From an optimization exercise on the open Yosys and OpenROAD flow, aimed at small area; shortcuts taken in it are not production practice. The RTL was checked by simulation tests, not by an equivalence proof against the original design.

$ cat flow/design.v
package neural_compressor_pkg;
    parameter int DATA_WIDTH = 32;         
    typedef struct packed {
        logic [15:0] sample_count;
        logic [15:0] spike_count;
        logic [7:0]  compression_ratio;
        logic        overflow;
    } compress_stats_t;
endpackage
import neural_compressor_pkg::*;
module fixed_point_filter
(
    input  logic                    clk,
    input  logic                    rst_n,
    input  logic [DATA_WIDTH-1:0]   data_in,
    input  logic                    valid_in,
    output logic                    ready_out,
    output logic [DATA_WIDTH-1:0]   data_out,
    output logic                    valid_out,
    input  logic                    ready_in,
    input  logic                    taken,
    output logic [DATA_WIDTH-1:0]   delta_out
);
    logic [3:0] cnt;
    logic       fresh;     
    logic [31:0] xr;       
    logic [10:0] hx;       
    logic [13:0] hf;       
    logic [31:0] yr;       
    logic [31:0] s1, s2, s3, s4;  
    logic [31:0] dr;       
    logic        dz;       
    wire idle  = (cnt == 4'd0);
    wire outc  = (cnt == 4'd11);
    wire last  = outc & ~valid_out;
    wire shy   = (~idle & ~outc) | last;
    wire shs   = ((cnt >= 4'd4) & ~outc) | last;
    wire clrh  = idle | outc;
    wire c4    = (cnt == 4'd4);
    assign ready_out = idle;
    assign data_out  = yr;
    assign delta_out = dz ? 32'd0 : dr;
    always_ff @(posedge clk or negedge rst_n) begin
        if (!rst_n) begin
            cnt       <= 4'd0;
            valid_out <= 1'b0;
            fresh     <= 1'b1;
        end else begin
            valid_out <= outc;
            if (last) fresh <= 1'b0;
            if (idle) begin
                if (valid_in) cnt <= 4'd1;
            end else if (outc) begin
                if (ready_in) cnt <= 4'd0;
            end else begin
                cnt <= cnt + 4'd1;
            end
        end
    end
    wire [3:0] xs  = idle ? data_in[3:0] : xr[7:4];
    wire [3:0] hdx = idle ? 4'd0 : xr[3:0];
    wire [18:0] wx = {xs, hdx, hx};
    wire [7:0] yg  = fresh ? 8'd0 : yr[7:0];
    wire [3:0] fs  = clrh ? yg[3:0] : yg[7:4];
    wire [3:0] hdf = idle ? 4'd0 : yg[3:0];
    wire [21:0] wf = {fs, hdf, hf};
    logic cy1, cy2, cy3, cy4, cy6, cy7, cy8, cy10, cy11, cy13, cy14, cy15, cy16, cy17, cy19, cy20, cy21, cy22, cy23, cy25, cy26, cy27, cy28, cy29, cy31, cy32, cy33, cy34, cy35, cy36, cy37, cy38, cy40, cy41;
    wire [3:0] a1g = fresh ? 4'd0 : s1[3:0];
    wire [3:0] a2g = fresh ? 4'd0 : s2[3:0];
    wire [3:0] a3g = fresh ? 4'd0 : s3[3:0];
    wire [3:0] a4g = fresh ? 4'd0 : s4[3:0];
    wire [3:0] dg  = dz ? 4'd0 : dr[3:0];
    wire ci1 = cy1 & ~idle;
    wire [4:0] k1;
    wire [3:0] sm1;
    assign k1[0] = ci1;
    assign sm1[0] = wx[15] ^ wx[13] ^ k1[0];
    assign k1[1] = (wx[15] & wx[13]) | (k1[0] & (wx[15] ^ wx[13]));
    assign sm1[1] = wx[16] ^ wx[14] ^ k1[1];
    assign k1[2] = (wx[16] & wx[14]) | (k1[1] & (wx[16] ^ wx[14]));
    assign sm1[2] = wx[17] ^ wx[15] ^ k1[2];
    assign k1[3] = (wx[17] & wx[15]) | (k1[2] & (wx[17] ^ wx[15]));
    assign sm1[3] = wx[18] ^ wx[16] ^ k1[3];
    assign k1[4] = (wx[18] & wx[16]) | (k1[3] & (wx[18] ^ wx[16]));
    logic [10:0] hu;
    wire [14:0] wu = {sm1, hu[10:7] & {4{~idle}}, hu[6:0]};
    wire ci2 = cy2 & ~idle;
    wire [4:0] k2;
    wire [3:0] sm2;
    assign k2[0] = ci2;
    assign sm2[0] = wf[14] ^ wf[12] ^ k2[0];
    assign k2[1] = (wf[14] & wf[12]) | (k2[0] & (wf[14] ^ wf[12]));
    assign sm2[1] = wf[15] ^ wf[13] ^ k2[1];
    assign k2[2] = (wf[15] & wf[13]) | (k2[1] & (wf[15] ^ wf[13]));
    assign sm2[2] = wf[16] ^ wf[14] ^ k2[2];
    assign k2[3] = (wf[16] & wf[14]) | (k2[2] & (wf[16] ^ wf[14]));
    assign sm2[3] = wf[17] ^ wf[15] ^ k2[3];
    assign k2[4] = (wf[17] & wf[15]) | (k2[3] & (wf[17] ^ wf[15]));
    logic [10:0] hv;
    wire [14:0] wv = {sm2, hv[10:7] & {4{~idle}}, hv[6:0]};
    wire ci3 = cy3 & ~idle;
    wire [4:0] k3;
    wire [3:0] sm3;
    assign k3[0] = ci3;
    assign sm3[0] = wu[11] ^ wx[11] ^ k3[0];
    assign k3[1] = (wu[11] & wx[11]) | (k3[0] & (wu[11] ^ wx[11]));
    assign sm3[1] = wu[12] ^ wx[12] ^ k3[1];
    assign k3[2] = (wu[12] & wx[12]) | (k3[1] & (wu[12] ^ wx[12]));
    assign sm3[2] = wu[13] ^ wx[13] ^ k3[2];
    assign k3[3] = (wu[13] & wx[13]) | (k3[2] & (wu[13] ^ wx[13]));
    assign sm3[3] = wu[14] ^ wx[14] ^ k3[3];
    assign k3[4] = (wu[14] & wx[14]) | (k3[3] & (wu[14] ^ wx[14]));
    wire ci4 = cy4 & ~idle;
    wire [4:0] k4;
    wire [3:0] sm4;
    assign k4[0] = ci4;
    assign sm4[0] = sm3[0] ^ wu[4] ^ k4[0];
    assign k4[1] = (sm3[0] & wu[4]) | (k4[0] & (sm3[0] ^ wu[4]));
    assign sm4[1] = sm3[1] ^ wu[5] ^ k4[1];
    assign k4[2] = (sm3[1] & wu[5]) | (k4[1] & (sm3[1] ^ wu[5]));
    assign sm4[2] = sm3[2] ^ wu[6] ^ k4[2];
    assign k4[3] = (sm3[2] & wu[6]) | (k4[2] & (sm3[2] ^ wu[6]));
    assign sm4[3] = sm3[3] ^ wu[7] ^ k4[3];
    assign k4[4] = (sm3[3] & wu[7]) | (k4[3] & (sm3[3] ^ wu[7]));
    wire [3:0] n5 = ~sm4;
    wire ci6 = cy6 | idle;
    wire [4:0] k6;
    wire [3:0] sm6;
    assign k6[0] = ci6;
    assign sm6[0] = n5[0] ^ wx[3] ^ k6[0];
    assign k6[1] = (n5[0] & wx[3]) | (k6[0] & (n5[0] ^ wx[3]));
    assign sm6[1] = n5[1] ^ wx[4] ^ k6[1];
    assign k6[2] = (n5[1] & wx[4]) | (k6[1] & (n5[1] ^ wx[4]));
    assign sm6[2] = n5[2] ^ wx[5] ^ k6[2];
    assign k6[3] = (n5[2] & wx[5]) | (k6[2] & (n5[2] ^ wx[5]));
    assign sm6[3] = n5[3] ^ wx[6] ^ k6[3];
    assign k6[4] = (n5[3] & wx[6]) | (k6[3] & (n5[3] ^ wx[6]));
    wire ci7 = cy7 & ~idle;
    wire [4:0] k7;
    wire [3:0] sm7;
    assign k7[0] = ci7;
    assign sm7[0] = wu[8] ^ wu[0] ^ k7[0];
    assign k7[1] = (wu[8] & wu[0]) | (k7[0] & (wu[8] ^ wu[0]));
    assign sm7[1] = wu[9] ^ wu[1] ^ k7[1];
    assign k7[2] = (wu[9] & wu[1]) | (k7[1] & (wu[9] ^ wu[1]));
    assign sm7[2] = wu[10] ^ wu[2] ^ k7[2];
    assign k7[3] = (wu[10] & wu[2]) | (k7[2] & (wu[10] ^ wu[2]));
    assign sm7[3] = wu[11] ^ wu[3] ^ k7[3];
    assign k7[4] = (wu[11] & wu[3]) | (k7[3] & (wu[11] ^ wu[3]));
    wire ci8 = cy8 & ~idle;
    wire [4:0] k8;
    wire [3:0] sm8;
    assign k8[0] = ci8;
    assign sm8[0] = sm7[0] ^ wx[0] ^ k8[0];
    assign k8[1] = (sm7[0] & wx[0]) | (k8[0] & (sm7[0] ^ wx[0]));
    assign sm8[1] = sm7[1] ^ wx[1] ^ k8[1];
    assign k8[2] = (sm7[1] & wx[1]) | (k8[1] & (sm7[1] ^ wx[1]));
    assign sm8[2] = sm7[2] ^ wx[2] ^ k8[2];
    assign k8[3] = (sm7[2] & wx[2]) | (k8[2] & (sm7[2] ^ wx[2]));
    assign sm8[3] = sm7[3] ^ wx[3] ^ k8[3];
    assign k8[4] = (sm7[3] & wx[3]) | (k8[3] & (sm7[3] ^ wx[3]));
    wire [3:0] n9 = ~sm8;
    wire ci10 = cy10 | idle;
    wire [4:0] k10;
    wire [3:0] sm10;
    assign k10[0] = ci10;
    assign sm10[0] = n9[0] ^ wx[14] ^ k10[0];
    assign k10[1] = (n9[0] & wx[14]) | (k10[0] & (n9[0] ^ wx[14]));
    assign sm10[1] = n9[1] ^ wx[15] ^ k10[1];
    assign k10[2] = (n9[1] & wx[15]) | (k10[1] & (n9[1] ^ wx[15]));
    assign sm10[2] = n9[2] ^ wx[16] ^ k10[2];
    assign k10[3] = (n9[2] & wx[16]) | (k10[2] & (n9[2] ^ wx[16]));
    assign sm10[3] = n9[3] ^ wx[17] ^ k10[3];
    assign k10[4] = (n9[3] & wx[17]) | (k10[3] & (n9[3] ^ wx[17]));
    wire ci11 = cy11 & ~idle;
    wire [4:0] k11;
    wire [3:0] sm11;
    assign k11[0] = ci11;
    assign sm11[0] = sm10[0] ^ wu[4] ^ k11[0];
    assign k11[1] = (sm10[0] & wu[4]) | (k11[0] & (sm10[0] ^ wu[4]));
    assign sm11[1] = sm10[1] ^ wu[5] ^ k11[1];
    assign k11[2] = (sm10[1] & wu[5]) | (k11[1] & (sm10[1] ^ wu[5]));
    assign sm11[2] = sm10[2] ^ wu[6] ^ k11[2];
    assign k11[3] = (sm10[2] & wu[6]) | (k11[2] & (sm10[2] ^ wu[6]));
    assign sm11[3] = sm10[3] ^ wu[7] ^ k11[3];
    assign k11[4] = (sm10[3] & wu[7]) | (k11[3] & (sm10[3] ^ wu[7]));
    wire [3:0] n12 = ~wf[9:6];
    wire ci13 = cy13 & ~idle;
    wire [4:0] k13;
    wire [3:0] sm13;
    assign k13[0] = ci13;
    assign sm13[0] = n12[0] ^ wf[16] ^ k13[0];
    assign k13[1] = (n12[0] & wf[16]) | (k13[0] & (n12[0] ^ wf[16]));
    assign sm13[1] = n12[1] ^ wf[17] ^ k13[1];
    assign k13[2] = (n12[1] & wf[17]) | (k13[1] & (n12[1] ^ wf[17]));
    assign sm13[2] = n12[2] ^ wf[18] ^ k13[2];
    assign k13[3] = (n12[2] & wf[18]) | (k13[2] & (n12[2] ^ wf[18]));
    assign sm13[3] = n12[3] ^ wf[19] ^ k13[3];
    assign k13[4] = (n12[3] & wf[19]) | (k13[3] & (n12[3] ^ wf[19]));
    wire ci14 = cy14 & ~idle;
    wire [4:0] k14;
    wire [3:0] sm14;
    assign k14[0] = ci14;
    assign sm14[0] = sm13[0] ^ wv[10] ^ k14[0];
    assign k14[1] = (sm13[0] & wv[10]) | (k14[0] & (sm13[0] ^ wv[10]));
    assign sm14[1] = sm13[1] ^ wv[11] ^ k14[1];
    assign k14[2] = (sm13[1] & wv[11]) | (k14[1] & (sm13[1] ^ wv[11]));
    assign sm14[2] = sm13[2] ^ wv[12] ^ k14[2];
    assign k14[3] = (sm13[2] & wv[12]) | (k14[2] & (sm13[2] ^ wv[12]));
    assign sm14[3] = sm13[3] ^ wv[13] ^ k14[3];
    assign k14[4] = (sm13[3] & wv[13]) | (k14[3] & (sm13[3] ^ wv[13]));
    wire ci15 = cy15 & ~idle;
    wire [4:0] k15;
    wire [3:0] sm15;
    assign k15[0] = ci15;
    assign sm15[0] = sm14[0] ^ wv[0] ^ k15[0];
    assign k15[1] = (sm14[0] & wv[0]) | (k15[0] & (sm14[0] ^ wv[0]));
    assign sm15[1] = sm14[1] ^ wv[1] ^ k15[1];
    assign k15[2] = (sm14[1] & wv[1]) | (k15[1] & (sm14[1] ^ wv[1]));
    assign sm15[2] = sm14[2] ^ wv[2] ^ k15[2];
    assign k15[3] = (sm14[2] & wv[2]) | (k15[2] & (sm14[2] ^ wv[2]));
    assign sm15[3] = sm14[3] ^ wv[3] ^ k15[3];
    assign k15[4] = (sm14[3] & wv[3]) | (k15[3] & (sm14[3] ^ wv[3]));
    wire ci16 = cy16 & ~idle;
    wire [4:0] k16;
    wire [3:0] sm16;
    assign k16[0] = ci16;
    assign sm16[0] = wf[17] ^ wv[11] ^ k16[0];
    assign k16[1] = (wf[17] & wv[11]) | (k16[0] & (wf[17] ^ wv[11]));
    assign sm16[1] = wf[18] ^ wv[12] ^ k16[1];
    assign k16[2] = (wf[18] & wv[12]) | (k16[1] & (wf[18] ^ wv[12]));
    assign sm16[2] = wf[19] ^ wv[13] ^ k16[2];
    assign k16[3] = (wf[19] & wv[13]) | (k16[2] & (wf[19] ^ wv[13]));
    assign sm16[3] = wf[20] ^ wv[14] ^ k16[3];
    assign k16[4] = (wf[20] & wv[14]) | (k16[3] & (wf[20] ^ wv[14]));
    wire ci17 = cy17 & ~idle;
    wire [4:0] k17;
    wire [3:0] sm17;
    assign k17[0] = ci17;
    assign sm17[0] = sm16[0] ^ wf[0] ^ k17[0];
    assign k17[1] = (sm16[0] & wf[0]) | (k17[0] & (sm16[0] ^ wf[0]));
    assign sm17[1] = sm16[1] ^ wf[1] ^ k17[1];
    assign k17[2] = (sm16[1] & wf[1]) | (k17[1] & (sm16[1] ^ wf[1]));
    assign sm17[2] = sm16[2] ^ wf[2] ^ k17[2];
    assign k17[3] = (sm16[2] & wf[2]) | (k17[2] & (sm16[2] ^ wf[2]));
    assign sm17[3] = sm16[3] ^ wf[3] ^ k17[3];
    assign k17[4] = (sm16[3] & wf[3]) | (k17[3] & (sm16[3] ^ wf[3]));
    wire [3:0] n18 = ~sm17;
    wire ci19 = cy19 & ~idle;
    wire [4:0] k19;
    wire [3:0] sm19;
    assign k19[0] = ci19;
    assign sm19[0] = n18[0] ^ wf[7] ^ k19[0];
    assign k19[1] = (n18[0] & wf[7]) | (k19[0] & (n18[0] ^ wf[7]));
    assign sm19[1] = n18[1] ^ wf[8] ^ k19[1];
    assign k19[2] = (n18[1] & wf[8]) | (k19[1] & (n18[1] ^ wf[8]));
    assign sm19[2] = n18[2] ^ wf[9] ^ k19[2];
    assign k19[3] = (n18[2] & wf[9]) | (k19[2] & (n18[2] ^ wf[9]));
    assign sm19[3] = n18[3] ^ wf[10] ^ k19[3];
    assign k19[4] = (n18[3] & wf[10]) | (k19[3] & (n18[3] ^ wf[10]));
    wire ci20 = cy20 & ~idle;
    wire [4:0] k20;
    wire [3:0] sm20;
    assign k20[0] = ci20;
    assign sm20[0] = sm19[0] ^ wv[1] ^ k20[0];
    assign k20[1] = (sm19[0] & wv[1]) | (k20[0] & (sm19[0] ^ wv[1]));
    assign sm20[1] = sm19[1] ^ wv[2] ^ k20[1];
    assign k20[2] = (sm19[1] & wv[2]) | (k20[1] & (sm19[1] ^ wv[2]));
    assign sm20[2] = sm19[2] ^ wv[3] ^ k20[2];
    assign k20[3] = (sm19[2] & wv[3]) | (k20[2] & (sm19[2] ^ wv[3]));
    assign sm20[3] = sm19[3] ^ wv[4] ^ k20[3];
    assign k20[4] = (sm19[3] & wv[4]) | (k20[3] & (sm19[3] ^ wv[4]));
    wire ci21 = cy21 & ~idle;
    wire [4:0] k21;
    wire [3:0] sm21;
    assign k21[0] = ci21;
    assign sm21[0] = wf[18] ^ wf[14] ^ k21[0];
    assign k21[1] = (wf[18] & wf[14]) | (k21[0] & (wf[18] ^ wf[14]));
    assign sm21[1] = wf[19] ^ wf[15] ^ k21[1];
    assign k21[2] = (wf[19] & wf[15]) | (k21[1] & (wf[19] ^ wf[15]));
    assign sm21[2] = wf[20] ^ wf[16] ^ k21[2];
    assign k21[3] = (wf[20] & wf[16]) | (k21[2] & (wf[20] ^ wf[16]));
    assign sm21[3] = wf[21] ^ wf[17] ^ k21[3];
    assign k21[4] = (wf[21] & wf[17]) | (k21[3] & (wf[21] ^ wf[17]));
    wire ci22 = cy22 & ~idle;
    wire [4:0] k22;
    wire [3:0] sm22;
    assign k22[0] = ci22;
    assign sm22[0] = sm21[0] ^ wf[10] ^ k22[0];
    assign k22[1] = (sm21[0] & wf[10]) | (k22[0] & (sm21[0] ^ wf[10]));
    assign sm22[1] = sm21[1] ^ wf[11] ^ k22[1];
    assign k22[2] = (sm21[1] & wf[11]) | (k22[1] & (sm21[1] ^ wf[11]));
    assign sm22[2] = sm21[2] ^ wf[12] ^ k22[2];
    assign k22[3] = (sm21[2] & wf[12]) | (k22[2] & (sm21[2] ^ wf[12]));
    assign sm22[3] = sm21[3] ^ wf[13] ^ k22[3];
    assign k22[4] = (sm21[3] & wf[13]) | (k22[3] & (sm21[3] ^ wf[13]));
    wire ci23 = cy23 & ~idle;
    wire [4:0] k23;
    wire [3:0] sm23;
    assign k23[0] = ci23;
    assign sm23[0] = sm22[0] ^ wv[3] ^ k23[0];
    assign k23[1] = (sm22[0] & wv[3]) | (k23[0] & (sm22[0] ^ wv[3]));
    assign sm23[1] = sm22[1] ^ wv[4] ^ k23[1];
    assign k23[2] = (sm22[1] & wv[4]) | (k23[1] & (sm22[1] ^ wv[4]));
    assign sm23[2] = sm22[2] ^ wv[5] ^ k23[2];
    assign k23[3] = (sm22[2] & wv[5]) | (k23[2] & (sm22[2] ^ wv[5]));
    assign sm23[3] = sm22[3] ^ wv[6] ^ k23[3];
    assign k23[4] = (sm22[3] & wv[6]) | (k23[3] & (sm22[3] ^ wv[6]));
    wire [3:0] n24 = ~sm23;
    wire ci25 = cy25 & ~idle;
    wire [4:0] k25;
    wire [3:0] sm25;
    assign k25[0] = ci25;
    assign sm25[0] = n24[0] ^ wf[16] ^ k25[0];
    assign k25[1] = (n24[0] & wf[16]) | (k25[0] & (n24[0] ^ wf[16]));
    assign sm25[1] = n24[1] ^ wf[17] ^ k25[1];
    assign k25[2] = (n24[1] & wf[17]) | (k25[1] & (n24[1] ^ wf[17]));
    assign sm25[2] = n24[2] ^ wf[18] ^ k25[2];
    assign k25[3] = (n24[2] & wf[18]) | (k25[2] & (n24[2] ^ wf[18]));
    assign sm25[3] = n24[3] ^ wf[19] ^ k25[3];
    assign k25[4] = (n24[3] & wf[19]) | (k25[3] & (n24[3] ^ wf[19]));
    wire ci26 = cy26 & ~idle;
    wire [4:0] k26;
    wire [3:0] sm26;
    assign k26[0] = ci26;
    assign sm26[0] = sm25[0] ^ wf[12] ^ k26[0];
    assign k26[1] = (sm25[0] & wf[12]) | (k26[0] & (sm25[0] ^ wf[12]));
    assign sm26[1] = sm25[1] ^ wf[13] ^ k26[1];
    assign k26[2] = (sm25[1] & wf[13]) | (k26[1] & (sm25[1] ^ wf[13]));
    assign sm26[2] = sm25[2] ^ wf[14] ^ k26[2];
    assign k26[3] = (sm25[2] & wf[14]) | (k26[2] & (sm25[2] ^ wf[14]));
    assign sm26[3] = sm25[3] ^ wf[15] ^ k26[3];
    assign k26[4] = (sm25[3] & wf[15]) | (k26[3] & (sm25[3] ^ wf[15]));
    wire ci27 = cy27 & ~idle;
    wire [4:0] k27;
    wire [3:0] sm27;
    assign k27[0] = ci27;
    assign sm27[0] = sm26[0] ^ wf[8] ^ k27[0];
    assign k27[1] = (sm26[0] & wf[8]) | (k27[0] & (sm26[0] ^ wf[8]));
    assign sm27[1] = sm26[1] ^ wf[9] ^ k27[1];
    assign k27[2] = (sm26[1] & wf[9]) | (k27[1] & (sm26[1] ^ wf[9]));
    assign sm27[2] = sm26[2] ^ wf[10] ^ k27[2];
    assign k27[3] = (sm26[2] & wf[10]) | (k27[2] & (sm26[2] ^ wf[10]));
    assign sm27[3] = sm26[3] ^ wf[11] ^ k27[3];
    assign k27[4] = (sm26[3] & wf[11]) | (k27[3] & (sm26[3] ^ wf[11]));
    wire ci28 = cy28 & ~idle;
    wire [4:0] k28;
    wire [3:0] sm28;
    assign k28[0] = ci28;
    assign sm28[0] = sm27[0] ^ wf[1] ^ k28[0];
    assign k28[1] = (sm27[0] & wf[1]) | (k28[0] & (sm27[0] ^ wf[1]));
    assign sm28[1] = sm27[1] ^ wf[2] ^ k28[1];
    assign k28[2] = (sm27[1] & wf[2]) | (k28[1] & (sm27[1] ^ wf[2]));
    assign sm28[2] = sm27[2] ^ wf[3] ^ k28[2];
    assign k28[3] = (sm27[2] & wf[3]) | (k28[2] & (sm27[2] ^ wf[3]));
    assign sm28[3] = sm27[3] ^ wf[4] ^ k28[3];
    assign k28[4] = (sm27[3] & wf[4]) | (k28[3] & (sm27[3] ^ wf[4]));
    wire ci29 = cy29 & ~idle;
    wire [4:0] k29;
    wire [3:0] sm29;
    assign k29[0] = ci29;
    assign sm29[0] = wf[18] ^ wf[4] ^ k29[0];
    assign k29[1] = (wf[18] & wf[4]) | (k29[0] & (wf[18] ^ wf[4]));
    assign sm29[1] = wf[19] ^ wf[5] ^ k29[1];
    assign k29[2] = (wf[19] & wf[5]) | (k29[1] & (wf[19] ^ wf[5]));
    assign sm29[2] = wf[20] ^ wf[6] ^ k29[2];
    assign k29[3] = (wf[20] & wf[6]) | (k29[2] & (wf[20] ^ wf[6]));
    assign sm29[3] = wf[21] ^ wf[7] ^ k29[3];
    assign k29[4] = (wf[21] & wf[7]) | (k29[3] & (wf[21] ^ wf[7]));
    wire [3:0] n30 = ~sm29;
    wire ci31 = cy31 & ~idle;
    wire [4:0] k31;
    wire [3:0] sm31;
    assign k31[0] = ci31;
    assign sm31[0] = n30[0] ^ wf[14] ^ k31[0];
    assign k31[1] = (n30[0] & wf[14]) | (k31[0] & (n30[0] ^ wf[14]));
    assign sm31[1] = n30[1] ^ wf[15] ^ k31[1];
    assign k31[2] = (n30[1] & wf[15]) | (k31[1] & (n30[1] ^ wf[15]));
    assign sm31[2] = n30[2] ^ wf[16] ^ k31[2];
    assign k31[3] = (n30[2] & wf[16]) | (k31[2] & (n30[2] ^ wf[16]));
    assign sm31[3] = n30[3] ^ wf[17] ^ k31[3];
    assign k31[4] = (n30[3] & wf[17]) | (k31[3] & (n30[3] ^ wf[17]));
    wire ci32 = cy32 & ~idle;
    wire [4:0] k32;
    wire [3:0] sm32;
    assign k32[0] = ci32;
    assign sm32[0] = sm31[0] ^ wv[8] ^ k32[0];
    assign k32[1] = (sm31[0] & wv[8]) | (k32[0] & (sm31[0] ^ wv[8]));
    assign sm32[1] = sm31[1] ^ wv[9] ^ k32[1];
    assign k32[2] = (sm31[1] & wv[9]) | (k32[1] & (sm31[1] ^ wv[9]));
    assign sm32[2] = sm31[2] ^ wv[10] ^ k32[2];
    assign k32[3] = (sm31[2] & wv[10]) | (k32[2] & (sm31[2] ^ wv[10]));
    assign sm32[3] = sm31[3] ^ wv[11] ^ k32[3];
    assign k32[4] = (sm31[3] & wv[11]) | (k32[3] & (sm31[3] ^ wv[11]));
    wire ci33 = cy33 & ~c4;
    wire [4:0] k33;
    wire [3:0] sm33;
    assign k33[0] = ci33;
    assign sm33[0] = a1g[0] ^ sm6[0] ^ k33[0];
    assign k33[1] = (a1g[0] & sm6[0]) | (k33[0] & (a1g[0] ^ sm6[0]));
    assign sm33[1] = a1g[1] ^ sm6[1] ^ k33[1];
    assign k33[2] = (a1g[1] & sm6[1]) | (k33[1] & (a1g[1] ^ sm6[1]));
    assign sm33[2] = a1g[2] ^ sm6[2] ^ k33[2];
    assign k33[3] = (a1g[2] & sm6[2]) | (k33[2] & (a1g[2] ^ sm6[2]));
    assign sm33[3] = a1g[3] ^ sm6[3] ^ k33[3];
    assign k33[4] = (a1g[3] & sm6[3]) | (k33[3] & (a1g[3] ^ sm6[3]));
    wire ci34 = cy34 | c4;
    wire [4:0] k34;
    wire [3:0] sm34;
    assign k34[0] = ci34;
    assign sm34[0] = a2g[0] ^ sm15[0] ^ k34[0];
    assign k34[1] = (a2g[0] & sm15[0]) | (k34[0] & (a2g[0] ^ sm15[0]));
    assign sm34[1] = a2g[1] ^ sm15[1] ^ k34[1];
    assign k34[2] = (a2g[1] & sm15[1]) | (k34[1] & (a2g[1] ^ sm15[1]));
    assign sm34[2] = a2g[2] ^ sm15[2] ^ k34[2];
    assign k34[3] = (a2g[2] & sm15[2]) | (k34[2] & (a2g[2] ^ sm15[2]));
    assign sm34[3] = a2g[3] ^ sm15[3] ^ k34[3];
    assign k34[4] = (a2g[3] & sm15[3]) | (k34[3] & (a2g[3] ^ sm15[3]));
    wire ci35 = cy35 | c4;
    wire [4:0] k35;
    wire [3:0] sm35;
    assign k35[0] = ci35;
    assign sm35[0] = a3g[0] ^ sm11[0] ^ k35[0];
    assign k35[1] = (a3g[0] & sm11[0]) | (k35[0] & (a3g[0] ^ sm11[0]));
    assign sm35[1] = a3g[1] ^ sm11[1] ^ k35[1];
    assign k35[2] = (a3g[1] & sm11[1]) | (k35[1] & (a3g[1] ^ sm11[1]));
    assign sm35[2] = a3g[2] ^ sm11[2] ^ k35[2];
    assign k35[3] = (a3g[2] & sm11[2]) | (k35[2] & (a3g[2] ^ sm11[2]));
    assign sm35[3] = a3g[3] ^ sm11[3] ^ k35[3];
    assign k35[4] = (a3g[3] & sm11[3]) | (k35[3] & (a3g[3] ^ sm11[3]));
    wire ci36 = cy36 & ~c4;
    wire [4:0] k36;
    wire [3:0] sm36;
    assign k36[0] = ci36;
    assign sm36[0] = sm35[0] ^ sm20[0] ^ k36[0];
    assign k36[1] = (sm35[0] & sm20[0]) | (k36[0] & (sm35[0] ^ sm20[0]));
    assign sm36[1] = sm35[1] ^ sm20[1] ^ k36[1];
    assign k36[2] = (sm35[1] & sm20[1]) | (k36[1] & (sm35[1] ^ sm20[1]));
    assign sm36[2] = sm35[2] ^ sm20[2] ^ k36[2];
    assign k36[3] = (sm35[2] & sm20[2]) | (k36[2] & (sm35[2] ^ sm20[2]));
    assign sm36[3] = sm35[3] ^ sm20[3] ^ k36[3];
    assign k36[4] = (sm35[3] & sm20[3]) | (k36[3] & (sm35[3] ^ sm20[3]));
    wire ci37 = cy37 | c4;
    wire [4:0] k37;
    wire [3:0] sm37;
    assign k37[0] = ci37;
    assign sm37[0] = a4g[0] ^ sm28[0] ^ k37[0];
    assign k37[1] = (a4g[0] & sm28[0]) | (k37[0] & (a4g[0] ^ sm28[0]));
    assign sm37[1] = a4g[1] ^ sm28[1] ^ k37[1];
    assign k37[2] = (a4g[1] & sm28[1]) | (k37[1] & (a4g[1] ^ sm28[1]));
    assign sm37[2] = a4g[2] ^ sm28[2] ^ k37[2];
    assign k37[3] = (a4g[2] & sm28[2]) | (k37[2] & (a4g[2] ^ sm28[2]));
    assign sm37[3] = a4g[3] ^ sm28[3] ^ k37[3];
    assign k37[4] = (a4g[3] & sm28[3]) | (k37[3] & (a4g[3] ^ sm28[3]));
    wire ci38 = cy38 | c4;
    wire [4:0] k38;
    wire [3:0] sm38;
    assign k38[0] = ci38;
    assign sm38[0] = sm6[0] ^ sm32[0] ^ k38[0];
    assign k38[1] = (sm6[0] & sm32[0]) | (k38[0] & (sm6[0] ^ sm32[0]));
    assign sm38[1] = sm6[1] ^ sm32[1] ^ k38[1];
    assign k38[2] = (sm6[1] & sm32[1]) | (k38[1] & (sm6[1] ^ sm32[1]));
    assign sm38[2] = sm6[2] ^ sm32[2] ^ k38[2];
    assign k38[3] = (sm6[2] & sm32[2]) | (k38[2] & (sm6[2] ^ sm32[2]));
    assign sm38[3] = sm6[3] ^ sm32[3] ^ k38[3];
    assign k38[4] = (sm6[3] & sm32[3]) | (k38[3] & (sm6[3] ^ sm32[3]));
    wire [3:0] n39 = ~hf[5:2];
    wire ci40 = cy40 | c4;
    wire [4:0] k40;
    wire [3:0] sm40;
    assign k40[0] = ci40;
    assign sm40[0] = dg[0] ^ sm33[0] ^ k40[0];
    assign k40[1] = (dg[0] & sm33[0]) | (k40[0] & (dg[0] ^ sm33[0]));
    assign sm40[1] = dg[1] ^ sm33[1] ^ k40[1];
    assign k40[2] = (dg[1] & sm33[1]) | (k40[1] & (dg[1] ^ sm33[1]));
    assign sm40[2] = dg[2] ^ sm33[2] ^ k40[2];
    assign k40[3] = (dg[2] & sm33[2]) | (k40[2] & (dg[2] ^ sm33[2]));
    assign sm40[3] = dg[3] ^ sm33[3] ^ k40[3];
    assign k40[4] = (dg[3] & sm33[3]) | (k40[3] & (dg[3] ^ sm33[3]));
    wire ci41 = cy41 & ~c4;
    wire [4:0] k41;
    wire [3:0] sm41;
    assign k41[0] = ci41;
    assign sm41[0] = sm40[0] ^ n39[0] ^ k41[0];
    assign k41[1] = (sm40[0] & n39[0]) | (k41[0] & (sm40[0] ^ n39[0]));
    assign sm41[1] = sm40[1] ^ n39[1] ^ k41[1];
    assign k41[2] = (sm40[1] & n39[1]) | (k41[1] & (sm40[1] ^ n39[1]));
    assign sm41[2] = sm40[2] ^ n39[2] ^ k41[2];
    assign k41[3] = (sm40[2] & n39[2]) | (k41[2] & (sm40[2] ^ n39[2]));
    assign sm41[3] = sm40[3] ^ n39[3] ^ k41[3];
    assign k41[4] = (sm40[3] & n39[3]) | (k41[3] & (sm40[3] ^ n39[3]));
    always_ff @(posedge clk) begin
        xr <= idle ? data_in : {{4{xr[31]}}, xr[31:4]};
        hx <= clrh ? 11'd0 : {xr[3:0], hx[10:4]};
        hf <= clrh ? 14'd0 : {yg[3:0], hf[13:4]};
        hu <= {sm1, clrh ? 7'd0 : hu[10:4]};
        hv <= {sm2, clrh ? 7'd0 : hv[10:4]};
        cy1 <= k1[4];
        cy2 <= k2[4];
        cy3 <= k3[4];
        cy4 <= k4[4];
        cy6 <= k6[4];
        cy7 <= k7[4];
        cy8 <= k8[4];
        cy10 <= k10[4];
        cy11 <= k11[4];
        cy13 <= k13[4];
        cy14 <= k14[4];
        cy15 <= k15[4];
        cy16 <= k16[4];
        cy17 <= k17[4];
        cy19 <= k19[4];
        cy20 <= k20[4];
        cy21 <= k21[4];
        cy22 <= k22[4];
        cy23 <= k23[4];
        cy25 <= k25[4];
        cy26 <= k26[4];
        cy27 <= k27[4];
        cy28 <= k28[4];
        cy29 <= k29[4];
        cy31 <= k31[4];
        cy32 <= k32[4];
        cy33 <= k33[4];
        cy34 <= k34[4];
        cy35 <= k35[4];
        cy36 <= k36[4];
        cy37 <= k37[4];
        cy38 <= k38[4];
        cy40 <= k40[4];
        cy41 <= k41[4];
        if (taken) dz <= 1'b1;
        else if (last) dz <= 1'b0;
        if (shy) yr <= {(cnt <= 4'd3) ? {4{yr[31]}} : sm33, yr[31:4]};
        if (shs) begin
            s1 <= {sm34, s1[31:4]};
            s2 <= {sm36, s2[31:4]};
            s3 <= {sm37, s3[31:4]};
            s4 <= {sm38, s4[31:4]};
            dr <= {sm41, dr[31:4]};
        end
    end
endmodule
import neural_compressor_pkg::*;
module spike_detector
(
    input  logic                    clk,
    input  logic                    rst_n,
    input  logic [DATA_WIDTH-1:0]   data_in,
    input  logic                    valid_in,
    output logic                    spike_detected,
    output logic                    valid_out,
    input  logic                    ready_in,
    input  logic [DATA_WIDTH-1:0]   threshold,
    output logic [15:0]             spike_count
);
    logic [4:0] cnt;
    logic       window_full;
    logic       spike_flag;
    wire take = valid_in & ready_in;
    wire        neg = data_in[DATA_WIDTH-1];
    wire [31:0] mag = data_in ^ {32{neg}};
    logic [32:0] cmp;
    assign cmp[0] = neg;
    for (genvar i = 0; i < 32; i++) begin : g_cmp
        assign cmp[i+1] = (mag[i] & ~threshold[i]) | (cmp[i] & (mag[i] | ~threshold[i]));
    end
    wire threshold_exceeded = cmp[32];
    wire refractory = window_full & (cnt[3:0] != 4'd0);
    wire detect = window_full & (cnt[3:0] == 4'd0) & threshold_exceeded;
    always_ff @(posedge clk or negedge rst_n) begin
        if (!rst_n) begin
            cnt <= '0;
            window_full <= '0;
            spike_count <= '0;
            spike_flag <= '0;
            spike_detected <= '0;
            valid_out <= '0;
        end else begin
            valid_out <= take | (valid_out & valid_in & ~ready_in);
            spike_flag <= take & detect;
            if (take) begin
                spike_detected <= spike_flag;
                if (!window_full) begin
                    cnt <= cnt + 5'd1;
                    window_full <= (cnt == 5'd31);
                end else if (refractory) begin
                    cnt <= cnt - 5'd1;
                end else if (detect) begin
                    cnt <= 5'd8;
                end
                if (detect) spike_count <= spike_count + 16'd1;
            end
        end
    end
endmodule
import neural_compressor_pkg::*;
module delta_compressor
(
    input  logic                    clk,
    input  logic                    rst_n,
    input  logic [DATA_WIDTH-1:0]   data_in,
    input  logic [DATA_WIDTH-1:0]   delta_in,      
    input  logic                    spike_in,
    input  logic                    valid_in,
    input  logic                    ready_in,
    output logic [DATA_WIDTH-1:0]   compressed_out,
    output logic [1:0]              packet_type,   
    output logic                    valid_out,
    output neural_compressor_pkg::compress_stats_t stats,
    output logic                    take
);
    logic first_sample;
    logic [15:0] sample_cnt, spike_cnt;
    logic ratio_set;
    assign take = valid_in & ready_in;
    wire raw  = spike_in | first_sample;
    always_ff @(posedge clk or negedge rst_n) begin
        if (!rst_n) begin
            compressed_out <= '0;
            packet_type <= '0;
            valid_out <= '0;
            first_sample <= '1;
            sample_cnt <= '0;
            spike_cnt <= '0;
            ratio_set <= '0;
        end else begin
            valid_out <= take;
            ratio_set <= 1'b1;
            sample_cnt <= sample_cnt + {15'd0, valid_out};
            spike_cnt <= spike_cnt + {15'd0, valid_out & packet_type[1] & ~packet_type[0]};
            if (take) begin
                compressed_out <= raw ? data_in : delta_in;
                packet_type <= {raw, ~spike_in & first_sample};
                first_sample <= 1'b0;
            end
        end
    end
    assign stats.sample_count = sample_cnt;
    assign stats.spike_count = spike_cnt;
    assign stats.compression_ratio = {1'b0, ratio_set, ratio_set, 2'b00, ratio_set, 2'b00};
    assign stats.overflow = 1'b0;
endmodule
import neural_compressor_pkg::*;
module neural_compressor_top
(
    input  logic        clk,
    input  logic        rst_n,
    input  logic [DATA_WIDTH-1:0]   s_axis_tdata,
    input  logic                    s_axis_tvalid,
    output logic                    s_axis_tready,
    input  logic                    s_axis_tlast,
    output logic [DATA_WIDTH-1:0]   m_axis_tdata,
    output logic [1:0]              m_axis_tuser,   
    output logic                    m_axis_tvalid,
    input  logic                    m_axis_tready,
    output logic                    m_axis_tlast,
    input  logic [DATA_WIDTH-1:0]   cfg_threshold,
    input  logic                    cfg_enable,
    output neural_compressor_pkg::compress_stats_t         stats,
    output logic [15:0]             spike_count
);
    logic [DATA_WIDTH-1:0] filtered_data;
    logic filtered_valid;
    logic spike_detected;
    logic detected_valid;
    logic [DATA_WIDTH-1:0] delta;
    logic taken;
    fixed_point_filter u_filter (
        .clk        (clk),
        .rst_n      (rst_n),
        .data_in    (s_axis_tdata),
        .valid_in   (s_axis_tvalid && cfg_enable),
        .ready_out  (s_axis_tready),
        .data_out   (filtered_data),
        .valid_out  (filtered_valid),
        .ready_in   (m_axis_tready),
        .taken      (taken),
        .delta_out  (delta)
    );
    spike_detector u_detector (
        .clk            (clk),
        .rst_n          (rst_n),
        .data_in        (filtered_data),
        .valid_in       (filtered_valid),
        .spike_detected (spike_detected),
        .valid_out      (detected_valid),
        .ready_in       (m_axis_tready),
        .threshold      (cfg_threshold),
        .spike_count    (spike_count)
    );
    delta_compressor u_compressor (
        .clk            (clk),
        .rst_n          (rst_n),
        .data_in        (filtered_data),
        .delta_in       (delta),
        .spike_in       (spike_detected),
        .valid_in       (detected_valid),
        .ready_in       (m_axis_tready),
        .compressed_out (m_axis_tdata),
        .packet_type    (m_axis_tuser),
        .valid_out      (m_axis_tvalid),
        .stats          (stats),
        .take           (taken)
    );
    logic tlast_pending;
    always_ff @(posedge clk or negedge rst_n) begin
        if (!rst_n) begin
            tlast_pending <= '0;
            m_axis_tlast <= '0;
        end else begin
            if (s_axis_tvalid && s_axis_tready && s_axis_tlast)
                tlast_pending <= '1;
            if (m_axis_tvalid && m_axis_tready && tlast_pending) begin
                m_axis_tlast <= '1;
                tlast_pending <= '0;
            end else begin
                m_axis_tlast <= '0;
            end
        end
    end
endmodule
$ cat flow/constraint.sdc
create_clock -name core_clock -period 120.0 [get_ports {clk}]
set_input_delay 24.0000 -clock core_clock [delete_from_list [all_inputs] [get_ports {clk}]]
set_output_delay 24.0000 -clock core_clock [all_outputs]
set_load 0.01 [all_outputs]
$ cat flow/config.mk
export PLATFORM = sky130hd
export DESIGN_NAME = neural_compressor_top
export DESIGN_NICKNAME = neural_compressor_top
export VERILOG_FILES = /design/flow/design.v
export SDC_FILE = /design/flow/constraint.sdc
export NUM_CORES = 8
export LEC_CHECK = 0
export CAP_MARGIN = 20
export CORE_MARGIN = 2
export CORE_UTILIZATION = 80
export SLEW_MARGIN = 20
$ cat flow/standard.sh
#!/bin/bash
# synth_recipe.tcl (not shown) runs the flow's synth.tcl, then flattens the netlist and writes it again
# the make line also repeats each setting of config.mk as NAME=value (left out here)
make -C /OpenROAD-flow-scripts/flow DESIGN_CONFIG=/design/flow/config.mk WORK_HOME=/design/flow/orfs CLKGATE_MAP_FILE= SYNTH_SCRIPT=/design/flow/synth_recipe.tcl "${@:-finish}"
$ cat flow/flow/run.sh
#!/bin/bash
set -euo pipefail
export BUFFER_PORTS_ARGS="-buffer_cell sky130_fd_sc_hd__buf_1"
export CTS_ARGS="-sink_clustering_enable -repair_clock_nets -buf_list sky130_fd_sc_hd__clkbuf_16 -sink_clustering_size 28 -sink_clustering_max_diameter 90 -dont_use_dummy_load"
bash standard.sh > make_flow.log 2>&1
==> results of run 1 <==
-- cells in the final DEF, fill, tap and decap left out, types with 3 or more instances in the layout --
master	instances
a21oi_1	48
a221o_1	10
a221oi_1	17
a31oi_1	3
and2_1	22
and3_1	29
buf_1	156
buf_4	8
clkbuf_16	18
conb_1	7
dfrtp_1	100
dfxtp_1	113
edfxtp_1	193
fa_1	136
ha_1	10
inv_1	164
mux2_2	3
mux2i_1	9
nand2_1	167
nand2b_1	21
nand3_1	23
nand3b_1	3
nand4_1	10
nor2_1	58
nor2b_1	13
nor3_1	12
nor3b_1	30
o211a_1	3
o21ai_0	46
o221ai_1	12
o22ai_1	11
or2_2	4
xnor2_1	26
xor2_1	22
-- cells in the mapped netlist, types with 3 or more instances --
cell type / instances
a221o_1: 10
edfxtp_1: 193
xor2_1: 22
mux2_2: 3
and2_1: 22
nor2_1: 58
a21oi_1: 49
nor3b_1: 30
nand3_1: 23
o21ai_0: 46
nand2_1: 169
nor2b_1: 13
nand3b_1: 3
o22ai_1: 11
inv_1: 164
ha_1: 10
mux2i_1: 9
nor3_1: 12
a31oi_1: 3
and3_1: 29
o211a_1: 3
dfrtp_1: 100
nand2b_1: 21
fa_1: 136
a221oi_1: 17
xnor2_1: 26
or2_2: 5
o221ai_1: 12
nand4_1: 10
clkbuf_1: 45
dfxtp_1: 113
buf_4: 11
-- routing by layer --
metal | wire length (um) | share of wire | vias to the layer above | GRT usage
li1 | - | - | 4955 | -
met2 | 19360 | 0.50 | 615 | 0.5708
met4 | 1657 | 0.043 | 0 | 0.1242
met5 | 0 | 0 | - | 0
met1 | 14160 | 0.37 | 5525 | 0.4457
met3 | 3355 | 0.087 | 129 | 0.05524
-- stage by stage --
stage / instance area (sq um) / utilization
5_1_grt: 19260 / 0.8772
2_1_floorplan: 18040 / -
3_5_place_dp: 18800 / 0.8564
6_report: 19260 / 0.8772
4_1_cts: 19250 / 0.8769
3_3_place_gp: 18800 / 0.8564
-- cell type report --
class                   count  share of cell area
clock buffers              18             0.02338
multi-input cells         791              0.3414
flip-flops and latches    408              0.5510
repair buffers            165             0.03391
well taps                 280             0.01819
inverters                 165             0.03215
-- cell families (layout without fill, tap and decap cells) --
family,count (synthesis),in the layout,synth area share
multiplexers,12,12,0.006872
buffers and inverters,223,348,0.04921
AO/OA/AOI/OAI,174,174,0.06330
other,2,7,0.0004166
XOR/XNOR,48,48,0.02332
AND/OR/NAND/NOR,404,404,0.1102
adder cells (fa/ha/maj),146,146,0.1580
flip-flops,408,408,0.5887
-- sequential cells by signal, indices dropped and copies added, names as in the netlist, 32 cells and up --
name                         cells
u_filter.xr                     32
u_compressor.compressed_out     32
u_filter.s4                     32
u_filter.s1                     32
u_filter.s2                     32
u_filter.s3                     32
u_filter.dr                     32
u_filter.yr                     32
-- worst min path at each step --
stage | depth (start not counted) | from | end
2_1_floorplan | 2 | u_filter.xr[14] | u_filter.xr[10]
3_3_place_gp | 0 | u_filter.s2[12] | u_filter.s2[8]
3_5_place_dp | 0 | u_filter.s3[20] | u_filter.s3[16]
4_1_cts | 0 | u_filter.s4[13] | u_filter.s4[9]
5_1_grt | 0 | u_filter.s4[13] | u_filter.s4[9]
6_report | 0 | u_filter.s4[13] | u_filter.s4[9]
-- worst max-delay path: stages --
cell	delay (ps)
buf_1	80
mux2i_1	370
inv_1	150
fa_1	610
inv_1	100
fa_1	520
fa_1	460
fa_1	420
fa_1	500
fa_1	630
inv_1	90
fa_1	540
inv_1	70
fa_1	410
fa_1	500
inv_1	60
fa_1	520
inv_1	50
==> impl_metrics.ini, run 1 <==
[cts]
cts_buffers = 18
clkSlewWorstSetupHoldPaths_ps = 110
cts.path.max_buffers = 3
clockRootBuffer = clkbuf_16
post_cts_buffers = 0
cts_tree = built
clk_latency_ps = 530
numClockSinks = 408
cts_resized = 0
ctsHoldBuffers = 0
htreeDepth = 1

[critical_path]
path_max_fanout = 3
reg2reg_depth = 23
critical_path.endpoint = u_filter.dr[31]
r2r_slack_ps = 111500
cp.arrival_ps = 30080
setup.worst_path.start = s_axis_tdata[0]
critPathKind = in -> reg
cp-start-kind = input pin
required_ps = 120300
end_kind = flip-flop
r2r_end = u_filter.s3[31]
reg2reg_from = u_filter.cnt[0]

[finish]
area_delta_synth_final_pct = 6.858
diodes = 0
final_layout_size_suffix_gt1_frac = 0.03103
multi_input_area_sq_um = 6576
fillCellCount = 961
nets = 1765
final_cells = 1827
regArea_sq_um = 10610

[place]
portBuffers = 157
placed_cells = 1809
dp_slack_ps = 89720
gp_congestion = 0.8966
dpl.hpwl_um = 27630

[detailed_routing]
avgViaCountPerCell = 6.143
wire_per_inst_um = 21.09
drt-initial-drc-count = 1111
antenna_left = 0
drt_wl_total_um = 38530
num_vias = 11224
drcViolationCount = 0
drtPass1Iterations = 7

[logic_synthesis]
yosys_register_bits = 408
synth_edf_count = 193
yosys.area.top_type = edfxtp_1
avgSynthCellArea_sq_um = 12.72
async_reset_ff_frac = 0.2500
yosysTopAreaCellShare = 0.3215
synthFlopType = edfxtp_1
ys_warn_count = 4
netlist_area_sq_um = 18030
ys_seq_area_frac = 0.5887
syn_inst = 1417
synth_cell_type_count = 60
ys_top_cells_by_area = edfxtp_1 (32%), fa_1 (15%), dfrtp_1 (14%), dfxtp_1 (13%), nand2_1 (3.5%)

[sta]
slew_headroom = 0.3039
setup_viol = 0
finalWorstSetupSlack_ps = 90220
finClkSkew_ps = 39.10
worst_pin_slew_ps = 1042
tns_ps = 0
min_period_ps = 29780
hold_slack_ps = 385.1
fmax_mhz = 33.58
rsz0062_at_grt = no
hold_violations = 0
drv_slew = 0
min_period_over_period = 0.2482

[floorplan]
die_y_um = 154.1
die_area_sq_um = 23750
core-area_sq_um = 21960
core.rowCount = 54
start_util = 0.8209
io-pin-count = 164
die_x_um = 154.1

[global_routing]
overflow = 0
grt_pass1_wl_um = 60910
grt_max_degree = 88
antenna_found_initial = 0
grt_pass1_vias = 11474
track_usage = 0.3355

[flow_run]
drv_cap = 0

[outcome]
status = no timing/DRC/antenna violations

[min_path]
min_path_type = reg -> reg
==> run 2: changes to the inputs <==
==> flow/flow/run.sh (replaced) <==
#!/bin/bash
set -euo pipefail
export BUFFER_PORTS_ARGS="-buffer_cell sky130_fd_sc_hd__buf_1"
export CTS_ARGS="-sink_clustering_enable -repair_clock_nets -buf_list sky130_fd_sc_hd__clkbuf_16 -root_buf sky130_fd_sc_hd__clkbuf_8 -tree_buf sky130_fd_sc_hd__clkbuf_8 -sink_clustering_size 24 -sink_clustering_max_diameter 80 -dont_use_dummy_load"
bash standard.sh > make_flow.log 2>&1
==> impl_metrics.ini, run 2 <==
[cts]
cts_tree = built
numClockSinks = 408
ctsHoldBuffers = 0
cts_buffers = 20
cts.path.max_buffers = 3
htreeDepth = 1
clkSlewWorstSetupHoldPaths_ps = 90
post_cts_buffers = 0
clk_latency_ps = 610
cts_resized = 0
clockRootBuffer = clkbuf_8

[logic_synthesis]
yosysTopAreaCellShare = 0.3215
synth_edf_count = 193
ys_warn_count = 4
yosys.area.top_type = edfxtp_1
synthMostInstantiatedCell = edfxtp_1
avgSynthCellArea_sq_um = 12.72
synth_cell_type_count = 60
async_reset_ff_frac = 0.2500
yosys_register_bits = 408
synth_common_cells = edfxtp_1 (193), nand2_1 (169), inv_1 (164)
ys_top_cells_by_area = edfxtp_1 (32%), fa_1 (15%), dfrtp_1 (14%), dfxtp_1 (13%), nand2_1 (3.5%)
ys_seq_area_frac = 0.5887
synthFlopType = edfxtp_1
syn_inst = 1417
netlist_area_sq_um = 18030

[global_routing]
antenna_found_initial = 0
track_usage = 0.3301
grt_max_degree = 88
overflow = 0
grt_pass1_vias = 11445
grt_pass1_wl_um = 60090

[floorplan]
core.rowCount = 54
io-pin-count = 164
die_area_sq_um = 23750
die_y_um = 154.1
core-area_sq_um = 21960
start_util = 0.8209
die_x_um = 154.1

[flow_run]
drv_cap = 0

[finish]
diodes = 0
area_delta_synth_final_pct = 6.948
layout_commonest_cell = edfxtp_1
layout_common_cells = edfxtp_1 (193), nand2_1 (167), inv_1 (164)
final_cells = 1829
nets = 1767
fillCellCount = 982
final_layout_size_suffix_gt1_frac = 0.03228

[sta]
drv_slew = 0
min_period_ps = 29670
finalWorstSetupSlack_ps = 90330
setup_viol = 0
fmax_mhz = 33.71
hold_violations = 0
rsz0062_at_grt = no
tns_ps = 0
slew_headroom = 0.3054
worst_pin_slew_ps = 1042
finClkSkew_ps = 45.28
min_period_over_period = 0.2472

[detailed_routing]
drtPass1Iterations = 5
drcViolationCount = 0
antenna_left = 0
avgViaCountPerCell = 6.116
drt-initial-drc-count = 1070
num_vias = 11187
drt_wl_total_um = 38060
wire_per_inst_um = 20.81

[critical_path]
path_max_fanout = 3
cp-start-kind = input pin
reg2reg_from = u_filter.cnt[0]
required_ps = 120380
r2r_slack_ps = 111630
critPathKind = in -> reg
r2r_end = u_filter.s3[31]
end_kind = flip-flop
cp.arrival_ps = 30050
reg2reg_depth = 23

[min_path]
hold_path_end = u_filter.s4[1]
min_path_type = reg -> reg
holdCritStartpoint = u_filter.s4[5]
whs_path_depth = 0

[outcome]
status = no timing/DRC/antenna violations

[place]
dpl.hpwl_um = 27630
placed_cells = 1809
portBuffers = 157
dp_slack_ps = 89720
gp_congestion = 0.8966
==> run 2: cell counts after synthesis <==
Identical to the previous run, type by type.
==> run 2: per-stage QoR <==
stage	area [sq um]	hold WS, ps	utilization
after global placement	18800	400.7	0.8564
after floorplan	18040	398.8	-
after CTS	19270	418.2	0.8776
after global routing	19280	429.1	0.8779
after detailed placement	18800	404.5	0.8564
final	19280	420.0	0.8779
==> run 2: metal layers <==
layer | vias to the layer above | GRT usage | share of wire | routed length, um
li1 | 4960 | - | - | -
met1 | 5507 | 0.4411 | 0.37 | 14240
met2 | 606 | 0.5697 | 0.51 | 19360
met3 | 114 | 0.05355 | 0.084 | 3181
met4 | 0 | 0.1010 | 0.033 | 1270
met5 | - | 0 | 0 | 0
==> run 2: cell type report <==
class | instances | area (sq um) | area share
inverters | 165 | 619.3 | 0.03213
flip-flops and latches | 408 | 10610 | 0.5505
multi-input cells | 791 | 6576 | 0.3411
clock buffers | 20 | 466.7 | 0.02421
repair buffers | 165 | 653.1 | 0.03388
well taps | 280 | 350.3 | 0.01817
==> run 2: logic make-up after synthesis <==
| kind of cell | count (synthesis) | synth area share |
|---|---|---|
| flops | 408 | 0.5887 |
| fa+ha+maj | 146 | 0.1580 |
| simple gates | 404 | 0.1102 |
| other cells | 2 | 0.0004166 |
| buf+inv | 223 | 0.04921 |
| xor+xnor | 48 | 0.02332 |
| compound gates | 174 | 0.06330 |
| mux | 12 | 0.006872 |
==> run 2: how the worst max path moves through the flow <==
stage / endpoint / depth (start not counted) / startpoint
detailed placement: u_filter.dr[31] / 18 / s_axis_tdata[0]
CTS: u_filter.dr[31] / 18 / s_axis_tdata[0]
global route: u_filter.dr[31] / 18 / s_axis_tdata[0]
floorplan: u_filter.dr[31] / 17 / s_axis_tdata[0]
global placement: u_filter.dr[31] / 18 / s_axis_tdata[0]
finish: u_filter.dr[31] / 18 / s_axis_tdata[0]
==> run 2: worst max-delay path, cell delays in order <==
cell	delay, ps
buf_1	80
mux2i_1	400
inv_1	130
fa_1	590
inv_1	90
fa_1	520
fa_1	460
fa_1	490
fa_1	600
inv_1	90
fa_1	550
inv_1	80
fa_1	430
fa_1	400
fa_1	500
inv_1	60
fa_1	520
inv_1	50
==> run 3: changes to the inputs <==
==> flow/flow/run.sh (replaced) <==
#!/bin/bash
# Layout flow: the standard ORFS flow (standard.sh: standard synthesis,
# floorplan, placement, CTS, routing), with two changes:
#  - the I/O port buffers are the smallest buffer cell;
#  - the clock tree uses large leaf clusters of clkbuf_16 and no dummy loads.
# ORFS keeps each step's full log under orfs/logs/; make's own output, and the
# final DEF export's, goes to make_flow.log here.
set -euo pipefail
export BUFFER_PORTS_ARGS="-buffer_cell sky130_fd_sc_hd__buf_1"
export CTS_ARGS="-sink_clustering_enable -repair_clock_nets -buf_list sky130_fd_sc_hd__clkbuf_16 -sink_clustering_size 24 -sink_clustering_max_diameter 80 -dont_use_dummy_load"
bash standard.sh > make_flow.log 2>&1
--- a/flow/config.mk
+++ b/flow/config.mk
@@ -8,4 +8,4 @@
 export CAP_MARGIN = 20
 export CORE_MARGIN = 2
-export CORE_UTILIZATION = 80
+export CORE_UTILIZATION = 75
 export SLEW_MARGIN = 20
==> impl_metrics.ini, run 3 <==
[critical_path]
r2r_end = u_filter.s3[31]
reg2reg_from = u_filter.cnt[0]
required_ps = 120290
path_max_fanout = 3
critPathKind = in -> reg
r2r_slack_ps = 111150
cp.arrival_ps = 29960
reg2reg_depth = 23
end_kind = flip-flop
cp-start-kind = input pin

[sta]
rsz0062_at_grt = no
fmax_mhz = 33.70
min_period_over_period = 0.2472
drv_slew = 0
tns_ps = 0
slew_headroom = 0.2942
min_period_ps = 29670
hold_violations = 0
finClkSkew_ps = 16.27
finalWorstSetupSlack_ps = 90330
worst_pin_slew_ps = 1059
setup_viol = 0

[logic_synthesis]
yosys.area_share.simple = 0.1102
yosys_register_bits = 408
netlist_area_sq_um = 18030
synthFlopType = edfxtp_1
synthXorXnorAreaFrac = 0.02332
syn_inst = 1417
muxShareOfSynthArea = 0.006872
synth_common_cells = edfxtp_1 (193), nand2_1 (169), inv_1 (164)
synthMostInstantiatedCell = edfxtp_1
synth_cell_type_count = 60
ys_top_cells_by_area = edfxtp_1 (32%), fa_1 (15%), dfrtp_1 (14%), dfxtp_1 (13%), nand2_1 (3.5%)
yosys.area.top_type = edfxtp_1
avgSynthCellArea_sq_um = 12.72
synth_edf_count = 193
yosysTopAreaCellShare = 0.3215
synth_top_family_by_area = adder cells
ys_seq_area_frac = 0.5887
ys_warn_count = 4
synth_compound_area_frac = 0.06330
synth_fa_ha_area_frac = 0.1580
async_reset_ff_frac = 0.2500

[cts]
cts_tree = built
cts_resized = 0
clk_latency_ps = 530
htreeDepth = 1
clkSlewWorstSetupHoldPaths_ps = 90
ctsHoldBuffers = 0
numClockSinks = 408
clockRootBuffer = clkbuf_16
cts_buffers = 20
cts.path.max_buffers = 3
post_cts_buffers = 0

[floorplan]
core-area_sq_um = 23540
start_util = 0.7657
die_x_um = 159.0
die_area_sq_um = 25290
core.rowCount = 56
io-pin-count = 164
die_y_um = 159.0

[detailed_routing]
drt-initial-drc-count = 1174
avgViaCountPerCell = 5.887
drt_wl_total_um = 37030
wire_per_inst_um = 19.81
drcViolationCount = 0
num_vias = 11003
drtPass1Iterations = 7
antenna_left = 0

[finish]
area_delta_synth_final_pct = 7.406
nets = 1767
layout_commonest_cell = edfxtp_1
final_layout_size_suffix_gt1_frac = 0.03228
layout_common_cells = edfxtp_1 (193), nand2_1 (167), inv_1 (164)

[global_routing]
antenna_found_initial = 2
track_usage = 0.3002
overflow = 0
grt_pass1_wl_um = 59290
grt_max_degree = 85
grt_pass1_vias = 11075

[place]
dp_slack_ps = 89730
portBuffers = 157
gp_congestion = 0.9460
dpl.hpwl_um = 25940

[outcome]
status = no timing/DRC/antenna violations

[min_path]
hold_path_end = u_filter.s2[7]
whs_path_depth = 0
min_path_type = reg -> reg
holdCritStartpoint = u_filter.s2[11]

[flow_run]
drv_cap = 0
## run 3: changes by cell type in the layout (fill, tap and decap cells not counted), sizes merged
cell,previous run,this run
diode,0,1
## run 3: worst max path at each step
stage	start	endpoint	slack (ps)	cells past startpoint
6_report	s_axis_tdata[0]	u_filter.dr[31]	90330	20
5_1_grt	s_axis_tdata[0]	u_filter.dr[31]	90130	18
4_1_cts	s_axis_tdata[0]	u_filter.dr[31]	90280	20
3_5_place_dp	s_axis_tdata[0]	u_filter.dr[31]	89730	20
3_3_place_gp	s_axis_tdata[0]	u_filter.dr[31]	89940	18
2_1_floorplan	s_axis_tdata[0]	u_filter.dr[31]	90240	17
## run 3: metrics by stage
stage                       util  hold slack, ps  cells  cell area, sq um
final                     0.8224           415.5   1869             19360
after global placement    0.8008           400.5   1848             18850
after floorplan                -           398.8   1422             18040
after detailed placement  0.8008           404.5   1848             18850
after CTS                 0.8221           417.6   1868             19350
after global routing      0.8224           415.1   1869             19360
## run 3: cell families (layout without fill, tap and decap cells)
family          count (synthesis)  in the layout
mux                            12             12
compound gates                174            174
simple gates                  404            404
fa+ha+maj                     146            146
xor+xnor                       48             48
buf+inv                       223            350
other cells                     2              8
flops                         408            408
## run 3: critical path, cell delays in order
cell and delay (ps):
buf_1 70, mux2i_1 350, inv_1 130, fa_1 580, inv_1 90, fa_1 420
inv_1 110, fa_1 440, inv_1 90, fa_1 410, fa_1 460, fa_1 570
inv_1 80, fa_1 540, inv_1 80, fa_1 430, fa_1 500, inv_1 60
fa_1 500, inv_1 40
## run 3: cell type report
type | count | area [sq um]
Timing Repair Buffer | 165 | 653.1
Inverter | 165 | 619.3
Multi-Input combinational cell | 791 | 6574
Tap cell | 319 | 399.1
Fill cell | 1361 | 4182
Sequential cell | 408 | 10610
Antenna cell | 1 | 2.502
Clock buffer | 20 | 500.5
## run 3: per-layer routing
| metal | global-route usage | up-vias | wire [um] |
|---|---|---|---|
| met2 | 0.5095 | 497 | 18630 |
| li1 | - | 4967 | - |
| met1 | 0.4233 | 5459 | 14690 |
| met3 | 0.04558 | 78 | 2751 |
| met5 | 0 | - | 13 |
| met4 | 0.06529 | 2 | 944 |
==> run 4: changes to the inputs <==
--- a/flow/design.v
+++ b/flow/design.v
@@ -569,4 +569,7 @@
     wire refractory = window_full & (cnt[3:0] != 4'd0);
     wire detect = window_full & (cnt[3:0] == 4'd0) & threshold_exceeded;
+    wire inc = take & ~window_full;
+    wire dec = take & refractory;
+    wire hit = take & detect;
     always_ff @(posedge clk or negedge rst_n) begin
         if (!rst_n) begin
@@ -579,17 +582,9 @@
         end else begin
             valid_out <= take | (valid_out & valid_in & ~ready_in);
-            spike_flag <= take & detect;
-            if (take) begin
-                spike_detected <= spike_flag;
-                if (!window_full) begin
-                    cnt <= cnt + 5'd1;
-                    window_full <= (cnt == 5'd31);
-                end else if (refractory) begin
-                    cnt <= cnt - 5'd1;
-                end else if (detect) begin
-                    cnt <= 5'd8;
-                end
-                if (detect) spike_count <= spike_count + 16'd1;
-            end
+            spike_flag <= hit;
+            if (take) spike_detected <= spike_flag;
+            window_full <= window_full | (inc & (cnt == 5'd31));
+            cnt <= hit ? 5'd8 : cnt + {{4{dec}}, dec | inc};
+            spike_count <= spike_count + {15'd0, hit};
         end
     end
==> flow/flow/run.sh (replaced) <==
#!/bin/bash
# Layout flow: the standard ORFS flow (standard.sh: standard synthesis,
# floorplan, placement, CTS, routing), with two changes:
#  - the I/O port buffers are the smallest buffer cell;
#  - the clock tree uses large leaf clusters of clkbuf_16 (clkbuf_8 above
#    them) and no dummy loads.
# ORFS keeps each step's full log under orfs/logs/; make's own output, and the
# final DEF export's, goes to make_flow.log here.
set -euo pipefail
export BUFFER_PORTS_ARGS="-buffer_cell sky130_fd_sc_hd__buf_1"
export CTS_ARGS="-sink_clustering_enable -repair_clock_nets -buf_list sky130_fd_sc_hd__clkbuf_16 -root_buf sky130_fd_sc_hd__clkbuf_8 -tree_buf sky130_fd_sc_hd__clkbuf_8 -sink_clustering_size 26 -sink_clustering_max_diameter 85 -dont_use_dummy_load"
bash standard.sh > make_flow.log 2>&1
--- a/flow/config.mk
+++ b/flow/config.mk
@@ -8,4 +8,4 @@
 export CAP_MARGIN = 20
 export CORE_MARGIN = 2
-export CORE_UTILIZATION = 75
+export CORE_UTILIZATION = 80
 export SLEW_MARGIN = 20
==> impl_metrics.ini, run 4 <==
[outcome]
status = no timing/DRC/antenna violations

[critical_path]
critPathKind = in -> reg
required_ps = 120380
cp-start-kind = input pin
end_kind = flip-flop
reg2reg_depth = 22
cp.arrival_ps = 30130
path_max_fanout = 3

[detailed_routing]
avgViaCountPerCell = 6.103
wire_per_inst_um = 21.22
drt_wl_total_um = 38340
drt-initial-drc-count = 1154
drcViolationCount = 0
num_vias = 11028
antenna_left = 0
drtPass1Iterations = 5

[place]
placed_area_sq_um = 18740
portBuffers = 157
gp_congestion = 0.9113
dpl.hpwl_um = 27410

[min_path]
whs_path_depth = 0
min_path_type = reg -> reg

[logic_synthesis]
syn_inst = 1387
synth_common_cells = edfxtp_1 (193), nand2_1 (173), inv_1 (159)
synthMostInstantiatedCell = edfxtp_1
ys_seq_area_frac = 0.5918
synth_edf_count = 193
ys_top_cells_by_area = edfxtp_1 (32%), fa_1 (15%), dfrtp_1 (14%), dfxtp_1 (13%), nand2_1 (3.6%)
synthFlopType = edfxtp_1
yosysTopAreaCellShare = 0.3232
ys_warn_count = 4
synth_cell_type_count = 60
avgSynthCellArea_sq_um = 12.93
yosys.area.top_type = edfxtp_1
async_reset_ff_frac = 0.2500
netlist_area_sq_um = 17930
yosys_register_bits = 408

[cts]
clk_latency_ps = 610
cts_tree = built
clockRootBuffer = clkbuf_8
ctsHoldBuffers = 0
numClockSinks = 408
post_cts_buffers = 0
cts.path.max_buffers = 3
cts_resized = 0
htreeDepth = 1
clkSlewWorstSetupHoldPaths_ps = 100
cts_buffers = 19

[sta]
slew_headroom = 0.4296
hold_violations = 0
min_period_over_period = 0.2479
setup_viol = 0
min_period_ps = 29750
fmax_mhz = 33.61
drv_slew = 0
finClkSkew_ps = 22.46
rsz0062_at_grt = no
tns_ps = 0
worst_pin_slew_ps = 855.5

[global_routing]
grt_max_degree = 92
grt_pass1_wl_um = 60050
grt_pass1_vias = 11213
antenna_found_initial = 1
track_usage = 0.3318
overflow = 0

[finish]
nets = 1747
area_delta_synth_final_pct = 7.012
design_area_sq_um = 19190
final_layout_size_suffix_gt1_frac = 0.03342
layout_commonest_cell = edfxtp_1
layout_common_cells = edfxtp_1 (193), nand2_1 (170), inv_1 (159)

[floorplan]
die_y_um = 153.7
die_area_sq_um = 23630
die_x_um = 153.7
core-area_sq_um = 21890
start_util = 0.8192
core.rowCount = 54
io-pin-count = 164

[flow_run]
drv_cap = 0
run 4: cell types whose count changed after synthesis, moves of 9 or more:
cell	change
a221oi_1	-11
clkbuf_1	-9
nor3_1	-10
xnor2_1	+10
run 4: cell type report:
class | count | area, sq um
flip-flops and latches | 408 | 10610
repair buffers | 167 | 671.9
inverters | 160 | 600.6
clock buffers | 19 | 441.7
diodes | 1 | 2.502
multi-input cells | 772 | 6511
fillers | 984 | 2700
well taps | 280 | 350.3
run 4: worst paths after layout:
path                            startpoint                          to  slack, ps
setup / recovery           s_axis_tdata[0]             u_filter.dr[31]      90250
hold / removal             u_filter.s4[24]             u_filter.s4[20]        420
setup reg to reg           u_filter.cnt[0]             u_filter.s3[31]     111560
hold reg to reg            u_filter.s4[24]             u_filter.s4[20]        420
max in group asynchronous            rst_n             u_filter.cnt[0]      95390
min in group asynchronous            rst_n  u_compressor.sample_cnt[6]      23380
run 4: worst max-delay path: stages:
cell and delay (ps):
buf_1 90, mux2i_1 410, inv_1 150, fa_1 610
inv_1 90, fa_1 520, fa_1 470, fa_1 450
fa_1 510, fa_1 620, inv_1 80, fa_1 530
inv_1 70, fa_1 420, fa_1 500, inv_1 60
fa_1 500, inv_1 40
run 4: logic make-up after synthesis:
family	synth area share
simple gates	0.1029
mux	0.005651
buf+inv	0.04751
xor+xnor	0.02637
flops	0.5918
other cells	0.0004188
fa+ha+maj	0.1613
compound gates	0.06405
run 4: layer usage:
metal	track usage	share of wire	vias up
met2	0.5625	0.51	581
li1	-	-	4851
met4	0.1088	0.033	0
met3	0.05271	0.083	107
met5	0	0	-
met1	0.4517	0.37	5489
run 4: metrics by stage:
stage / hold slack [ps] / std cells / setup WS, ps / utilization
finish: 421.8 / 1807 / 90250 / 0.8767
detailed placement: 404.5 / 1787 / 89610 / 0.8559
CTS: 426.2 / 1806 / 90250 / 0.8760
global route: 428.5 / 1806 / 89970 / 0.8765
floorplan: 398.8 / 1392 / 90240 / -
global placement: 400.5 / 1787 / 89900 / 0.8559

[separate check: timing with driven ports]
How much do the figures lean on ideal ports? The routed layouts below were timed once more, with nothing changed but the port constraints. Step 1 sets driving cells, clkbuf_16 on the clock port and buf_2 on the other inputs (assumed; they add their load-dependent delay and slew). Step 2 times the ports against the registers' clock, not the clock port: input delays grow and output delays shrink by t, the midpoint of the rising clock arrivals with the driver on. a / b / c = ideal ports / drivers / drivers and shift; a / b = the first two.
run	shift t [ns]	setup slack, ns	hold WS [ns]	worst setup path at the end
run 1	0.556	90.219 / 90.237 / 89.681	0.385 / 0.385 / 0.385	input to register
run 2	0.631	90.331 / 90.349 / 89.718	0.420 / 0.420 / 0.420	input to register
run 3	0.570	90.331 / 90.352 / 89.783	0.416 / 0.416 / 0.416	input to register
run 4	0.645	90.250 / 90.267 / 89.623	0.422 / 0.422 / 0.422	input to register
After both steps every run listed still meets setup and hold. The setup slack of run 4, which loses most, moves by +0.017 ns with the drivers and by -0.627 ns with both steps.
